Context: an optimization exercise on an open-source flow, tuned for small area, a short achievable clock period and few clock cycles. The choices shown serve that exercise and are no tape-out recipe.

==> inputs of pepper <==
==> flow/design.v <==
module copyEngine  #(
    parameter DATA_WIDTH       = 64,
    parameter ADDR_WIDTH       = 32,
    parameter LEN              = 16,
    parameter FULL_WORD_SIZE   = DATA_WIDTH / 8
) (
    input                             rstn,
    input                             clk,
    input                             src_dw_sel_i, 
    input                             dst_dw_sel_i, 
    input                             copy_i,
    input                             set_i,
    input        [7:0]                setVal_i,
    input                             flush_i,
    input        [LEN-1:0]            len_i,
    input        [ADDR_WIDTH-1:0]     src_i,
    input        [ADDR_WIDTH-1:0]     dst_i,
    output logic                      done_o,
    output logic                      mem_re_r,
    output logic [ADDR_WIDTH-1:0]     mem_rad_r,
    input                             mem_rreq_rdy,
    input        [DATA_WIDTH-1:0]     mem_rdat,
    input                             mem_rdat_rdy,
    output logic [FULL_WORD_SIZE-1:0] mem_bwe_r,
    output logic [ADDR_WIDTH-1:0]     mem_wad_r,
    output logic [DATA_WIDTH-1:0]     mem_wdat_r,
    input                             mem_wreq_rdy,
    output logic                      flush_r,
    output logic [ADDR_WIDTH-1:0]     cmd_adr_r,
    input                             cmd_rdy
);
    localparam int K  = 4;                
    localparam int PW = $clog2(K);
    localparam int WH = LEN - 2;
    logic              idle_r;            
    logic              busy_r;            
    logic              copy_r;            
    logic              sdw_r, ddw_r;      
    logic [1:0]        os_r, od_r;        
    logic [1:0]        lm_r;              
    logic [WH-1:0]     rh_r;              
    logic [1:0]        rc_r;
    logic [1:0]        wo_r;              
    logic [1:0]        dl_r;              
    logic              prime_r;           
    logic              rrem_r;            
    logic              wbusy_r;           
    logic [WH-1:0]     wh_r;              
    logic [1:0]        wc_r;
    logic [29:0]       sadr_r;            
    logic [29:0]       dadr_r;            
    logic              wv_r;              
    logic [7:0]        bwe_r;
    logic [7:0]        wd_r [6];          
    logic [23:0]       prev_r;            
    logic [K-1:0]      resv_r;            
    logic [PW:0]       wp_r, rp_r;        
    logic [31:0]       fifo_r [K];
    logic      pgt_r;                     
    wire [1:0] t   = os_r - od_r - 2'd1;  
    wire [1:0] we   = od_r + lm_r;        
    wire       raccept = mem_re_r & mem_rreq_rdy;
    wire       rh0     = rh_r == 0;
    wire       rh1     = rh_r == 1;
    wire       rmore   = ~((rh0 & (rc_r[1] == 1'b0)) | (rh1 & (rc_r == 2'd0)));
    wire       fne     = (wp_r != rp_r);
    wire       rdone   = ~rrem_r & ~resv_r[0];
    wire       pneed   = copy_r & prime_r & pgt_r;
    wire       pr_base = wbusy_r & ~pneed;
    wire       dok_reg = ~copy_r | fne | rdone;
    wire       hv      = fne | mem_rdat_rdy;
    wire       produce = pr_base & (~wv_r | mem_wreq_rdy) & (dok_reg | mem_rdat_rdy);
    wire       ppop    = pneed & hv;
    wire       pop     = ppop | (produce & copy_r & hv);
    wire       fpush   = mem_rdat_rdy;
    wire       fpop    = pop;
    wire       wh0  = wh_r == 0;
    wire       wh1  = wh_r == 1;
    wire       wh2  = wh_r == 2;
    wire       last = (wh0 & (wc_r == 2'd2)) | (wh1 & (wc_r == 2'd1)) | (wh2 & (wc_r == 2'd0));
    wire [1:0] hi   = last ? we : 2'd3;
    logic [3:0] mask;
    always_comb
        for (int i = 0; i < 4; i++) mask[i] = (i >= wo_r) && (i <= hi);
    wire [7:0] bwe_n = ddw_r ? {mask[3], mask[3], mask[2], mask[2], mask[1], mask[1], mask[0], mask[0]}
                             : {4'b0, mask};
    wire [31:0] rdin = sdw_r ? {mem_rdat[55:48], mem_rdat[39:32], mem_rdat[23:16], mem_rdat[7:0]}
                             : mem_rdat[31:0];
    wire [31:0] head = fne ? fifo_r[rp_r[PW-1:0]] : rdin;
    wire [55:0] cf   = {fifo_r[rp_r[PW-1:0]], prev_r};
    wire [55:0] cr   = {rdin, prev_r};
    wire [31:0] alf  = cf[8*t +: 32];
    wire [31:0] alr  = cr[8*t +: 32];
    wire [31:0] al   = fne ? alf : alr;
    wire [1:0] os_i  = src_dw_sel_i ? src_i[2:1] : src_i[1:0];
    wire [1:0] od_i  = dst_dw_sel_i ? dst_i[2:1] : dst_i[1:0];
    wire       wz_i = ~|{od_i, len_i[1:0]};
    wire       wg_i = od_i[1] & len_i[1] & (od_i[0] | len_i[0]);
    wire       rz_i = ~|{os_i, len_i[1:0]};
    wire       rg_i = os_i[1] & len_i[1] & (os_i[0] | len_i[0]);
    wire [1:0] wc_i = set_i ? {wg_i, ~wz_i & ~wg_i} : {~wz_i, wz_i | wg_i};
    wire [1:0] rc_i = {rg_i, ~rz_i & ~rg_i};
    logic       last0_i;                  
    always_comb
        case (od_i)
            2'd0: last0_i = len_i[LEN-1:2] == 0 || len_i == 4;
            2'd1: last0_i = len_i[LEN-1:2] == 0;
            2'd2: last0_i = len_i[LEN-1:2] == 0 && len_i[1:0] != 3;
            default: last0_i = len_i[LEN-1:2] == 0 && len_i[1] == 0;
        endcase
    wire [1:0] e0_i  = len_i[1:0] + od_i - 2'd1;
    wire [1:0] hi0_i = last0_i ? e0_i : 2'd3;
    logic [3:0] mask0_i;
    always_comb
        for (int i = 0; i < 4; i++) mask0_i[i] = (i >= od_i) && (i <= hi0_i);
    wire [7:0] bwe0_i = dst_dw_sel_i ? {mask0_i[3], mask0_i[3], mask0_i[2], mask0_i[2],
                                        mask0_i[1], mask0_i[1], mask0_i[0], mask0_i[0]}
                                     : {4'b0, mask0_i};
    always_ff @(posedge clk or negedge rstn) begin
        if (~rstn) begin
            idle_r   <= 1'b1;
            busy_r   <= 1'b0;
            copy_r   <= 1'b0;
            mem_re_r <= 1'b0;
            flush_r  <= 1'b0;
            rrem_r   <= 1'b0;
            wbusy_r  <= 1'b0;
            wv_r     <= 1'b0;
            bwe_r    <= 8'd0;
            resv_r   <= '0;
            wp_r     <= '0;
            rp_r     <= '0;
        end
        else begin
            if (idle_r) begin
                idle_r   <= ~(copy_i | set_i | flush_i);
                busy_r   <= copy_i | set_i | flush_i;
                copy_r   <= copy_i;
                mem_re_r <= copy_i;
                rrem_r   <= copy_i;
                wbusy_r  <= copy_i | (set_i & ~last0_i);
                flush_r  <= flush_i;
            end
            else begin
                if ((flush_r & cmd_rdy) | (wv_r & mem_wreq_rdy & ~wbusy_r)) begin
                    idle_r  <= 1'b1;
                    busy_r  <= 1'b0;
                end
                if (flush_r & cmd_rdy)
                    flush_r <= 1'b0;
                if (raccept)
                    rrem_r <= rmore;
                if (raccept)
                    mem_re_r <= rmore & (pop ? ~resv_r[K-1] : ~resv_r[K-2]);
                else
                    mem_re_r <= rrem_r & (pop | ~resv_r[K-1]);
                if (produce & last)
                    wbusy_r <= 1'b0;
            end
            if (idle_r) begin
                bwe_r <= set_i ? bwe0_i : 8'd0;
                wv_r  <= set_i;
            end
            else if (produce) begin
                bwe_r <= bwe_n;
                wv_r  <= 1'b1;
            end
            else if (mem_wreq_rdy) begin
                bwe_r <= 8'd0;
                wv_r  <= 1'b0;
            end
            if (raccept & ~pop)
                resv_r <= {resv_r[K-2:0], 1'b1};
            else if (~raccept & pop)
                resv_r <= {1'b0, resv_r[K-1:1]};
            if (fpush) wp_r <= wp_r + 1'b1;
            if (fpop)  rp_r <= rp_r + 1'b1;
        end
    end
    always_ff @(posedge clk) begin
        pgt_r <= os_r > od_r;             
        if (idle_r) begin
            sdw_r    <= src_dw_sel_i;
            ddw_r    <= dst_dw_sel_i;
            os_r     <= os_i;
            od_r     <= od_i;
            wo_r     <= set_i ? 2'd0 : od_i;
            lm_r     <= len_i[1:0] - 2'd1;
            dl_r     <= dst_i[1:0];
            prime_r  <= 1'b1;
            wh_r     <= len_i[LEN-1:2];
            wc_r     <= wc_i;
            rh_r     <= len_i[LEN-1:2];
            rc_r     <= rc_i;
            sadr_r   <= src_dw_sel_i ? {1'b0, src_i[31:3]} : src_i[31:2];
            dadr_r   <= (dst_dw_sel_i & ~flush_i) ? {1'b0, dst_i[31:3]} : dst_i[31:2];
            wd_r[0]  <= setVal_i;
            wd_r[1]  <= dst_dw_sel_i ? 8'd0 : setVal_i;
            wd_r[2]  <= setVal_i;
            wd_r[3]  <= dst_dw_sel_i ? 8'd0 : setVal_i;
            wd_r[4]  <= setVal_i;
            wd_r[5]  <= setVal_i;
        end
        else begin
            if (raccept) begin
                sadr_r <= sadr_r + 1'b1;
                if (rc_r != 0)
                    rc_r <= rc_r - 1'b1;
                else
                    rh_r <= rh_r - 1'b1;
            end
            if (ppop)
                prime_r <= 1'b0;
            if (produce) begin
                wo_r    <= 2'd0;
                prime_r <= 1'b0;
                if (wc_r != 0)
                    wc_r <= wc_r - 1'b1;
                else
                    wh_r <= wh_r - 1'b1;
            end
            if (wv_r & mem_wreq_rdy)
                dadr_r <= dadr_r + 1'b1;
            if (produce & copy_r) begin
                wd_r[0] <= al[7:0];
                wd_r[1] <= ddw_r ? 8'd0 : al[15:8];
                wd_r[2] <= ddw_r ? al[15:8] : al[23:16];
                wd_r[3] <= ddw_r ? 8'd0 : al[31:24];
                wd_r[4] <= al[23:16];
                wd_r[5] <= al[31:24];
            end
        end
        if (pop)
            prev_r <= head[31:8];
        if (fpush)
            fifo_r[wp_r[PW-1:0]] <= rdin;
    end
    assign done_o     = ~busy_r;
    assign mem_rad_r  = {2'b0, sadr_r};
    assign mem_wad_r  = {2'b0, dadr_r};
    assign cmd_adr_r  = {dadr_r, dl_r};
    assign mem_bwe_r  = bwe_r;
    assign mem_wdat_r = {8'd0, wd_r[5], 8'd0, wd_r[4], wd_r[3], wd_r[2], wd_r[1], wd_r[0]};
endmodule
==> flow/flow/run.sh <==
#!/bin/bash
bash standard.sh "BUFFER_PORTS_ARGS=-buffer_cell sky130_fd_sc_hd__buf_1" SETUP_SLACK_MARGIN=7 TNS_END_PERCENT=10 "CTS_ARGS=-sink_clustering_enable -repair_clock_nets -dont_use_dummy_load -buf_list {sky130_fd_sc_hd__clkbuf_4 sky130_fd_sc_hd__clkbuf_8}" finish > standard.log 2>&1
==> flow/standard.sh <==
#!/bin/bash
# synth_recipe.tcl (not shown) runs the flow's synth.tcl, then flattens the netlist and writes it again
# the make line also repeats each setting of config.mk as NAME=value (left out here)
make -C /OpenROAD-flow-scripts/flow DESIGN_CONFIG=/design/flow/config.mk WORK_HOME=/design/flow/orfs CLKGATE_MAP_FILE= SYNTH_SCRIPT=/design/flow/synth_recipe.tcl "${@:-finish}"
==> flow/config.mk <==
export PLATFORM = sky130hd
export DESIGN_NAME = copyEngine
export DESIGN_NICKNAME = copyEngine
export VERILOG_FILES = /design/flow/design.v
export SDC_FILE = /design/flow/constraint.sdc
export NUM_CORES = 4
export LEC_CHECK = 0
export CAP_MARGIN = 20
export CORE_MARGIN = 2
export CORE_UTILIZATION = 65
export SLEW_MARGIN = 20
==> flow/constraint.sdc <==
create_clock -name core_clock -period 10.0 [get_ports {clk}]
set_input_delay 2.0000 -clock core_clock [delete_from_list [all_inputs] [get_ports {clk}]]
set_output_delay 2.0000 -clock core_clock [all_outputs]
set_load 0.01 [all_outputs]
==> inputs of delta, as changes to pepper <==
==> flow/design.v, changed modules only <==
module copyEngine  #(
    parameter DATA_WIDTH       = 64,
    parameter ADDR_WIDTH       = 32,
    parameter LEN              = 16,
    parameter FULL_WORD_SIZE   = DATA_WIDTH / 8
) (
    input                             rstn,
    input                             clk,
    input                             src_dw_sel_i, 
    input                             dst_dw_sel_i, 
    input                             copy_i,
    input                             set_i,
    input        [7:0]                setVal_i,
    input                             flush_i,
    input        [LEN-1:0]            len_i,
    input        [ADDR_WIDTH-1:0]     src_i,
    input        [ADDR_WIDTH-1:0]     dst_i,
    output logic                      done_o,
    output logic                      mem_re_r,
    output logic [ADDR_WIDTH-1:0]     mem_rad_r,
    input                             mem_rreq_rdy,
    input        [DATA_WIDTH-1:0]     mem_rdat,
    input                             mem_rdat_rdy,
    output logic [FULL_WORD_SIZE-1:0] mem_bwe_r,
    output logic [ADDR_WIDTH-1:0]     mem_wad_r,
    output logic [DATA_WIDTH-1:0]     mem_wdat_r,
    input                             mem_wreq_rdy,
    output logic                      flush_r,
    output logic [ADDR_WIDTH-1:0]     cmd_adr_r,
    input                             cmd_rdy
);
    localparam int K  = 4;                
    localparam int PW = $clog2(K);
    logic              idle_r;            
    logic              busy_r;            
    logic              copy_r;            
    logic              sdw_r, ddw_r;      
    logic [1:0]        os_r, od_r;        
    logic [1:0]        ro_r, wo_r;        
    logic [1:0]        dl_r;              
    logic              pgt_r;             
    logic [1:0]        t_r;               
    logic              prime_r;
    logic              rrem_r;            
    logic              wbusy_r;           
    logic [LEN-1:0]    rcnt_r, wcnt_r;    
    logic [29:0]       sadr_r;            
    logic [29:0]       dadr_r;            
    logic              wv_r;              
    logic [7:0]        bwe_r;
    logic [7:0]        wd_r [6];          
    logic [23:0]       prev_r;            
    logic [K-1:0]      resv_r;            
    logic [PW:0]       wp_r, rp_r;        
    logic [31:0]       fifo_r [K];
    wire       raccept = mem_re_r & mem_rreq_rdy;
    wire [2:0] rsum    = {1'b0, rcnt_r[1:0]} + {1'b0, ro_r};
    wire       rmore   = (rcnt_r[LEN-1:3] != 0) | ({1'b0, rcnt_r[2:0]} + {2'b0, ro_r} > 4'd4);
    wire [LEN-1:0] rcnt_n = {rsum[2] ? rcnt_r[LEN-1:2] : rcnt_r[LEN-1:2] - 1'b1, rsum[1:0]};
    wire       fne     = (wp_r != rp_r);
    wire       rdone   = ~rrem_r & ~resv_r[0];
    wire       pneed   = copy_r & prime_r & pgt_r;
    wire       pr_base = wbusy_r & ~pneed;
    wire       dok_reg = ~copy_r | fne | rdone;
    wire       hv      = fne | mem_rdat_rdy;
    wire       produce = pr_base & (~wv_r | mem_wreq_rdy) & (dok_reg | mem_rdat_rdy);
    wire       ppop    = pneed & hv;
    wire       pop     = ppop | (produce & copy_r & hv);
    wire       fpush   = mem_rdat_rdy & (fne | ~pop);
    wire       fpop    = pop & fne;
    wire [1:0] lo   = wo_r;
    wire [2:0] wsum = {1'b0, wcnt_r[1:0]} + {1'b0, lo};
    wire       last = (wcnt_r[LEN-1:3] == 0) & ({1'b0, wcnt_r[2:0]} + {2'b0, lo} <= 4'd4);
    wire [1:0] hi   = last ? (wsum[1:0] - 2'd1) : 2'd3;
    wire [LEN-1:0] wcnt_n = {wsum[2] ? wcnt_r[LEN-1:2] : wcnt_r[LEN-1:2] - 1'b1, wsum[1:0]};
    logic [3:0] mask;
    always_comb
        for (int i = 0; i < 4; i++) mask[i] = (i >= lo) && (i <= hi);
    wire [7:0] bwe_n = ddw_r ? {mask[3], mask[3], mask[2], mask[2], mask[1], mask[1], mask[0], mask[0]}
                             : {4'b0, mask};
    wire [31:0] rdin = sdw_r ? {mem_rdat[55:48], mem_rdat[39:32], mem_rdat[23:16], mem_rdat[7:0]}
                             : mem_rdat[31:0];
    wire [55:0] cf = {fifo_r[rp_r[PW-1:0]], prev_r};
    wire [55:0] cr = {rdin, prev_r};
    wire [31:0] alf = cf[8*t_r +: 32];
    wire [31:0] alr = cr[8*t_r +: 32];
    wire [31:0] al  = fne ? alf : alr;
    wire [31:0] head = fne ? fifo_r[rp_r[PW-1:0]] : rdin;
    always_ff @(posedge clk or negedge rstn) begin
        if (~rstn) begin
            idle_r   <= 1'b1;
            busy_r   <= 1'b0;
            copy_r   <= 1'b0;
            mem_re_r <= 1'b0;
            flush_r  <= 1'b0;
            rrem_r   <= 1'b0;
            wbusy_r  <= 1'b0;
            wv_r     <= 1'b0;
            bwe_r    <= 8'd0;
            resv_r   <= '0;
            wp_r     <= '0;
            rp_r     <= '0;
        end
        else begin
            if (idle_r) begin
                idle_r   <= ~(copy_i | set_i | flush_i);
                busy_r   <= copy_i | set_i | flush_i;
                copy_r   <= copy_i;
                mem_re_r <= copy_i;
                rrem_r   <= copy_i;
                wbusy_r  <= copy_i | set_i;
                flush_r  <= flush_i;
            end
            else begin
                if (flush_r & cmd_rdy) begin
                    flush_r <= 1'b0;
                    idle_r  <= 1'b1;
                    busy_r  <= 1'b0;
                end
                if (wv_r & mem_wreq_rdy & ~wbusy_r) begin
                    idle_r <= 1'b1;
                    busy_r <= 1'b0;
                end
                if (raccept)
                    rrem_r <= rmore;
                if (raccept)
                    mem_re_r <= rmore & (pop ? ~resv_r[K-1] : ~resv_r[K-2]);
                else
                    mem_re_r <= rrem_r & (pop | ~resv_r[K-1]);
                if (produce & last)
                    wbusy_r <= 1'b0;
            end
            if (produce) begin
                bwe_r <= bwe_n;
                wv_r  <= 1'b1;
            end
            else if (mem_wreq_rdy) begin
                bwe_r <= 8'd0;
                wv_r  <= 1'b0;
            end
            if (raccept & ~pop)
                resv_r <= {resv_r[K-2:0], 1'b1};
            else if (~raccept & pop)
                resv_r <= {1'b0, resv_r[K-1:1]};
            if (fpush) wp_r <= wp_r + 1'b1;
            if (fpop)  rp_r <= rp_r + 1'b1;
        end
    end
    always_ff @(posedge clk) begin
        pgt_r <= os_r > od_r;
        t_r   <= os_r - od_r - 2'd1;
        if (idle_r) begin
            sdw_r    <= src_dw_sel_i;
            ddw_r    <= dst_dw_sel_i;
            os_r     <= src_dw_sel_i ? src_i[2:1] : src_i[1:0];
            od_r     <= dst_dw_sel_i ? dst_i[2:1] : dst_i[1:0];
            ro_r     <= src_dw_sel_i ? src_i[2:1] : src_i[1:0];
            wo_r     <= dst_dw_sel_i ? dst_i[2:1] : dst_i[1:0];
            dl_r     <= dst_i[1:0];
            prime_r  <= 1'b1;
            rcnt_r   <= len_i;
            wcnt_r   <= len_i;
            sadr_r   <= src_dw_sel_i ? {1'b0, src_i[31:3]} : src_i[31:2];
            dadr_r   <= (dst_dw_sel_i & ~flush_i) ? {1'b0, dst_i[31:3]} : dst_i[31:2];
            wd_r[0]  <= setVal_i;
            wd_r[1]  <= dst_dw_sel_i ? 8'd0 : setVal_i;
            wd_r[2]  <= setVal_i;
            wd_r[3]  <= dst_dw_sel_i ? 8'd0 : setVal_i;
            wd_r[4]  <= setVal_i;
            wd_r[5]  <= setVal_i;
        end
        else begin
            if (raccept) begin
                ro_r     <= 2'd0;
                rcnt_r   <= rcnt_n;
                sadr_r   <= sadr_r + 1'b1;
            end
            if (ppop)
                prime_r <= 1'b0;
            if (produce) begin
                wo_r     <= 2'd0;
                prime_r  <= 1'b0;
                wcnt_r   <= wcnt_n;
            end
            if (wv_r & mem_wreq_rdy)
                dadr_r <= dadr_r + 1'b1;
            if (produce & copy_r) begin
                wd_r[0] <= al[7:0];
                wd_r[1] <= ddw_r ? 8'd0 : al[15:8];
                wd_r[2] <= ddw_r ? al[15:8] : al[23:16];
                wd_r[3] <= ddw_r ? 8'd0 : al[31:24];
                wd_r[4] <= al[23:16];
                wd_r[5] <= al[31:24];
            end
        end
        if (pop)
            prev_r <= head[31:8];
        if (fpush)
            fifo_r[wp_r[PW-1:0]] <= rdin;
    end
    assign done_o     = ~busy_r;
    assign mem_rad_r  = {2'b0, sadr_r};
    assign mem_wad_r  = {2'b0, dadr_r};
    assign cmd_adr_r  = {dadr_r, dl_r[1:0]};
    assign mem_bwe_r  = bwe_r;
    assign mem_wdat_r = {8'd0, wd_r[5], 8'd0, wd_r[4], wd_r[3], wd_r[2], wd_r[1], wd_r[0]};
endmodule
==> flow/flow/run.sh (replaced) <==
#!/bin/bash
bash standard.sh "BUFFER_PORTS_ARGS=-buffer_cell sky130_fd_sc_hd__buf_1" SETUP_SLACK_MARGIN=7 TNS_END_PERCENT=10 "CTS_ARGS=-sink_clustering_enable -repair_clock_nets -dont_use_dummy_load" finish > standard.log 2>&1
==> inputs of violet, as changes to pepper <==
--- a/flow/design.v
+++ b/flow/design.v
@@ -77,6 +77,5 @@
     wire       wh0  = wh_r == 0;
     wire       wh1  = wh_r == 1;
-    wire       wh2  = wh_r == 2;
-    wire       last = (wh0 & (wc_r == 2'd2)) | (wh1 & (wc_r == 2'd1)) | (wh2 & (wc_r == 2'd0));
+    wire       last = (wh0 & (wc_r == 2'd1)) | (wh1 & (wc_r == 2'd0));
     wire [1:0] hi   = last ? we : 2'd3;
     logic [3:0] mask;
@@ -95,26 +94,8 @@
     wire [1:0] os_i  = src_dw_sel_i ? src_i[2:1] : src_i[1:0];
     wire [1:0] od_i  = dst_dw_sel_i ? dst_i[2:1] : dst_i[1:0];
-    wire       wz_i = ~|{od_i, len_i[1:0]};
-    wire       wg_i = od_i[1] & len_i[1] & (od_i[0] | len_i[0]);
-    wire       rz_i = ~|{os_i, len_i[1:0]};
-    wire       rg_i = os_i[1] & len_i[1] & (os_i[0] | len_i[0]);
-    wire [1:0] wc_i = set_i ? {wg_i, ~wz_i & ~wg_i} : {~wz_i, wz_i | wg_i};
-    wire [1:0] rc_i = {rg_i, ~rz_i & ~rg_i};
-    logic       last0_i;                  
-    always_comb
-        case (od_i)
-            2'd0: last0_i = len_i[LEN-1:2] == 0 || len_i == 4;
-            2'd1: last0_i = len_i[LEN-1:2] == 0;
-            2'd2: last0_i = len_i[LEN-1:2] == 0 && len_i[1:0] != 3;
-            default: last0_i = len_i[LEN-1:2] == 0 && len_i[1] == 0;
-        endcase
-    wire [1:0] e0_i  = len_i[1:0] + od_i - 2'd1;
-    wire [1:0] hi0_i = last0_i ? e0_i : 2'd3;
-    logic [3:0] mask0_i;
-    always_comb
-        for (int i = 0; i < 4; i++) mask0_i[i] = (i >= od_i) && (i <= hi0_i);
-    wire [7:0] bwe0_i = dst_dw_sel_i ? {mask0_i[3], mask0_i[3], mask0_i[2], mask0_i[2],
-                                        mask0_i[1], mask0_i[1], mask0_i[0], mask0_i[0]}
-                                     : {4'b0, mask0_i};
+    wire [2:0] ld_i  = {1'b0, od_i} + {1'b0, len_i[1:0]};
+    wire [1:0] wc_i  = (ld_i == 0) ? 2'd0 : (ld_i > 4) ? 2'd2 : 2'd1;
+    wire [2:0] ls_i  = {1'b0, os_i} + {1'b0, len_i[1:0]};
+    wire [1:0] rc_i  = (ls_i == 0) ? 2'd0 : (ls_i > 4) ? 2'd2 : 2'd1;
     always_ff @(posedge clk or negedge rstn) begin
         if (~rstn) begin
@@ -139,5 +120,5 @@
                 mem_re_r <= copy_i;
                 rrem_r   <= copy_i;
-                wbusy_r  <= copy_i | (set_i & ~last0_i);
+                wbusy_r  <= copy_i | set_i;
                 flush_r  <= flush_i;
             end
@@ -158,9 +139,5 @@
                     wbusy_r <= 1'b0;
             end
-            if (idle_r) begin
-                bwe_r <= set_i ? bwe0_i : 8'd0;
-                wv_r  <= set_i;
-            end
-            else if (produce) begin
+            if (produce) begin
                 bwe_r <= bwe_n;
                 wv_r  <= 1'b1;
@@ -185,5 +162,5 @@
             os_r     <= os_i;
             od_r     <= od_i;
-            wo_r     <= set_i ? 2'd0 : od_i;
+            wo_r     <= od_i;
             lm_r     <= len_i[1:0] - 2'd1;
             dl_r     <= dst_i[1:0];
==> metrics.md <==
| Metric | Value |
|---|---|
| Full die area | `0.0283 mm²` |
| Highest-count cells in the layout ignoring fill and taps | `edfxtp_1 (304), buf_1 (284), nand2_1 (90)` |
| Outcome | `complete, no violations` |
| Nets | `1872` |
| Fillcell total | `~1800` |
| Share of layout cells above drive strength 1 | `between 15 and 20%` |
| Metal2 WL | `around 22 mm` |
The numbers above come from delta.

==> metrics.md <==
| Metric | Value |
|---|---|
| Fillcell total | `between 1500 and 2000` |
| Placed wire-length estimate | `around 30 mm` |
| Full die area | `around 0.029 mm²` |
| Highest-count cells in the layout ignoring fill and taps | `edfxtp_1 (304), buf_1 (289), nand2_1 (104)` |
| Share of layout cells above drive strength 1 | `roughly 15%` |
| Metal2 WL | `around 20 mm` |
| Placed Cells | `around 1900` |
| Nets | `1860` |
| Outcome | `complete, no violations` |
The numbers above come from violet.

==> metrics.md <==
| Metric | Value |
|---|---|
| Placed Cells | `approximately 2000` |
| Highest-count cells in the layout ignoring fill and taps | `edfxtp_1 (304), buf_1 (271), nand2_1 (160)` |
| Nets | `around 2000` |
| Die width | `169 µm` |
| Metal2 WL | `20.4 mm` |
| Full die area | `about 0.028 mm²` |
| Tot GR Track Use | `between 20 and 30%` |
| Fillcell total | `approximately 1800` |
| Outcome | `complete, no violations` |
| Setup TNS | `0 ps` |
| Share of layout cells above drive strength 1 | `15.6%` |
The numbers above come from pepper.

Function was not checked in any run of this note: the RTL went through the layout flow alone.

==> re-timing with driven ports <==
The results above use ideal ports. As a check the final layouts listed here were re-extracted and re-timed, cells and wires unchanged. Step 1 (the two cells are an assumption about what drives the block):
set clk [get_ports {clk}]
set_driving_cell -lib_cell sky130_fd_sc_hd__clkbuf_16 $clk
set_driving_cell -lib_cell sky130_fd_sc_hd__buf_2 [delete_from_list [all_inputs] $clk]
Step 2, shift: input delay + t, output delay - t, t = (earliest + latest rising clock arrival at the registers) / 2. This alone moves slack from input paths to output paths. Three values: no drivers, after step 1, after step 2; two values: the first two.
run	t, ns	setup WS [ns]	worst setup path after step 2	worst slew at a driven data input, ns
pepper	0.601	6.769 / 6.724 / 6.262	input to register	0.09
delta	0.555	6.832 / 6.781 / 6.320	input to register	0.10
violet	0.596	6.690 / 6.592 / 5.996	input to register	0.14
After both steps every run listed still meets setup and hold. For violet, which loses most, drivers alone change the setup slack by -0.098 ns; drivers and shift together by -0.694 ns.
